This is an optimization exercise on Yosys and OpenROAD, whose aim is small area and a short achievable clock period, not a production implementation. Function was checked by simulation only, so behaviour that the tests miss may differ from the original.

==> flow/design.v <==
module kernel_rom (
    input [1:0] kernel_size,
    input [5:0] addr,
    output [4:0] wcode
);
    localparam [4:0] W0  = 5'b00000,
                     WP1 = 5'b00001, WN1 = 5'b01001,
                     WP2 = 5'b00010, WN2 = 5'b01010,
                     WP4 = 5'b00100, WN4 = 5'b01100,
                     WP3 = 5'b10001, WP6 = 5'b10010;
    reg [4:0] w0, w1;
    always @(*) begin
        case (addr)  
            0, 6: w0 = WP1;
            1, 7: w0 = W0;
            2, 8: w0 = WN1;
            3, 5: w0 = WP2;
            4: w0 = W0;
            default: w0 = WN2;
        endcase
        case (addr)  
            0, 4, 20, 24: w1 = WP1;
            1, 3, 21, 23: w1 = WP2;
            2, 22: w1 = WP4;
            5, 15: w1 = WP3;
            10, 14: w1 = WP6;
            6, 18: w1 = WN1;
            7, 17: w1 = WN2;
            8, 16: w1 = WN4;
            default: w1 = W0;
        endcase
    end
    wire [4:0] w2 = addr[0] ? WN1 : WP1;  
    assign wcode = kernel_size == 2'd0 ? w0 :
                   kernel_size == 2'd1 ? w1 :
                   kernel_size == 2'd2 ? w2 : W0;
endmodule
module pe (
    input [15:0] acc,
    input [10:0] term,
    input dbl,
    input neg,
    output [15:0] sum,
    output c6,
    output c11
);
    wire sgn = term[10];
    wire [10:0] a = acc[10:0];
    wire [10:0] b = term;
    wire [10:0] c = dbl ? {term[9:0], 1'b0} : 11'd0;
    wire [10:0] s = a ^ b ^ c;
    wire [10:0] k = (a & b) | (a & c) | (b & c);
    wire [11:0] y = {k, neg};
    assign {c6, sum[5:0]} = {1'b0, s[5:0]} + {1'b0, y[5:0]};
    assign {c11, sum[10:6]} = {1'b0, s[10:6]} + {1'b0, y[10:6]};
    wire [2:0] d = {2'b00, k[10]} - {2'b00, sgn} - {2'b00, dbl & sgn};
    assign sum[15:11] = acc[15:11] + {{2{d[2]}}, d};
endmodule
module resolve (
    input [15:0] x,
    input c6,
    input c11,
    output [15:0] s
);
    wire [4:0] m = x[10:6];
    wire [4:0] cm;
    assign cm[0] = c6;
    genvar i;
    generate
        for (i = 1; i < 5; i = i + 1) begin : mc
            assign cm[i] = c6 & (&m[i-1:0]);
        end
    endgenerate
    wire mo = c6 & (&m);
    wire [4:0] h = x[15:11];
    wire both = mo & c11;
    wire one = mo ^ c11;
    wire [4:0] t1;
    assign t1[0] = one;
    generate
        for (i = 1; i < 5; i = i + 1) begin : hc
            assign t1[i] = one & (&h[i-1:0]);
        end
    endgenerate
    wire [4:0] h1 = h ^ t1;
    wire [4:0] t2;
    assign t2[0] = 1'b0;
    assign t2[1] = both;
    generate
        for (i = 2; i < 5; i = i + 1) begin : hd
            assign t2[i] = both & (&h1[i-1:1]);
        end
    endgenerate
    assign s = {h1 ^ t2, m ^ cm, x[5:0]};
endmodule
module systolic_array (
    input clk,
    input reset,
    input [1:0] kernel_size,
    input [7:0] pixel_in,
    output [1:0] level
);
    reg [5:0] index;
    reg run_q, live_q, wrp_q;
    reg [1:0] lvl_q;
    reg [9:0] term_q;
    reg neg_q, dbl_q;
    reg [15:0] ps_q;
    reg ps_c6, ps_c11;
    reg signed [15:0] ps_d;
    wire [4:0] wcode;
    kernel_rom kr (.kernel_size(kernel_size), .addr(index), .wcode(wcode));
    wire run = (kernel_size == 2'b00 && index < 9) ||
               (kernel_size == 2'b01 && index < 25) ||
               (kernel_size == 2'b10 && index < 49);
    wire [9:0] px = {{2{pixel_in[7]}}, pixel_in};
    wire [9:0] sh = ({10{wcode[0]}} & px) | ({10{wcode[1]}} & {px[8:0], 1'b0}) |
                    ({10{wcode[2]}} & {px[7:0], 2'b0});
    wire [9:0] term_d = sh ^ {10{wcode[3]}};
    wire [15:0] ps_full;
    resolve rs (.x(ps_q), .c6(ps_c6), .c11(ps_c11), .s(ps_full));
    wire [15:0] partial_sum = run_q ? ps_full : 16'd0;
    wire [15:0] pe_sum;
    wire c6, c11;
    pe pe_inst (.acc(ps_d), .term({term_q[9], term_q}), .dbl(dbl_q), .neg(neg_q),
                .sum(pe_sum), .c6(c6), .c11(c11));
    wire gt200 = ps_d > 16'sd200;
    wire gt500 = ps_d > 16'sd500;
    wire gt1000 = ps_d > 16'sd1000;
    assign level = wrp_q ? {gt500, gt1000 | (gt200 & ~gt500)} : lvl_q;
    always @(posedge clk) begin
        term_q <= term_d;
        neg_q <= wcode[3];
        dbl_q <= wcode[4];
        ps_q <= pe_sum;
        ps_c6 <= c6;
        ps_c11 <= c11;
        ps_d <= partial_sum;
    end
    always @(posedge clk or posedge reset) begin
        if (reset) begin
            index <= 0;
            run_q <= 0;
            live_q <= 0;
            wrp_q <= 0;
            lvl_q <= 0;
        end else begin
            live_q <= 1'b1;
            run_q <= run & live_q;
            wrp_q <= !run;
            lvl_q <= level;
            if (run)
                index <= index + 1;
            else
                index <= 0;
        end
    end
endmodule
module cnn_accelerator (
    input clk,
    input reset,
    input [7:0] pixel_in,
    input [1:0] kernel_size,
    output reg detected
);
    wire [1:0] lvl;
    systolic_array sa (
        .clk(clk),
        .reset(reset),
        .kernel_size(kernel_size),
        .pixel_in(pixel_in),
        .level(lvl)
    );
    always @(posedge clk or posedge reset) begin
        if (reset)
            detected <= 0;
        else begin
            case (kernel_size)
                2'b00: detected <= |lvl;
                2'b01: detected <= lvl[1];
                2'b10: detected <= &lvl;
                default: detected <= 0;
            endcase
        end
    end
endmodule
clock: 6.0 ns
lec_check: 0
abc_clock_period_in_ps: 2400
cap_margin: 20
core_margin: 2
core_utilization: 65
setup_slack_margin: 3.6
slew_margin: 20
run.sh (not shown) runs the stock make flow with config.mk's settings and CLKGATE_MAP_FILE= SYNTH_SCRIPT=/design/flow/synth_recipe.tcl, a recipe that flattens the netlist after the stock synthesis.
Rerun with:
- ABC_CLOCK_PERIOD_IN_PS: 2400 -> 2200
- CTS_BUF_LIST: default -> sky130_fd_sc_hd__clkbuf_4
- SETUP_SLACK_MARGIN: 3.6 -> 3.8
- TNS_END_PERCENT: default -> 5
Maximum frequency rose by 2.7%. Via count goes up by 1.1%. Wire length grows by 4.7%.

==> re-timing with driven ports <==
Ports are ideal in the flow. The routed layouts listed here were re-timed in OpenROAD.
Step 1 (the two cells are an assumption about what drives the block):
set clk [get_ports {clk}]
set_driving_cell -lib_cell sky130_fd_sc_hd__clkbuf_16 $clk
set_driving_cell -lib_cell sky130_fd_sc_hd__buf_2 [delete_from_list [all_inputs] $clk]
Step 2 adds t to the input delays and takes it off the output delays; t is the mean of the earliest and latest rising clock arrival at the registers after step 1. Input paths then give back, and output paths get back, about the clock's delay inside the block.
Slacks: ideal / step 1 / step 2; pairs: ideal / step 1.
| run | t, ns | setup WS [ns] | hold WS [ns] | latest minus earliest clock arrival (ns) | cell pins on the clock port's net |
|---|---|---|---|---|---|
| the first run | 0.368 | 3.733 / 3.733 / 3.404 | 0.434 / 0.434 / 0.434 | 0.006 / 0.007 | 1 |
| the second run | 0.428 | 3.792 / 3.789 / 3.393 | 0.445 / 0.445 / 0.445 | 0.012 / 0.012 | 1 |
After both steps setup and hold are still met in every run listed. For the second run, which loses most, drivers alone change the setup slack by -0.003 ns; drivers and shift together by -0.399 ns.
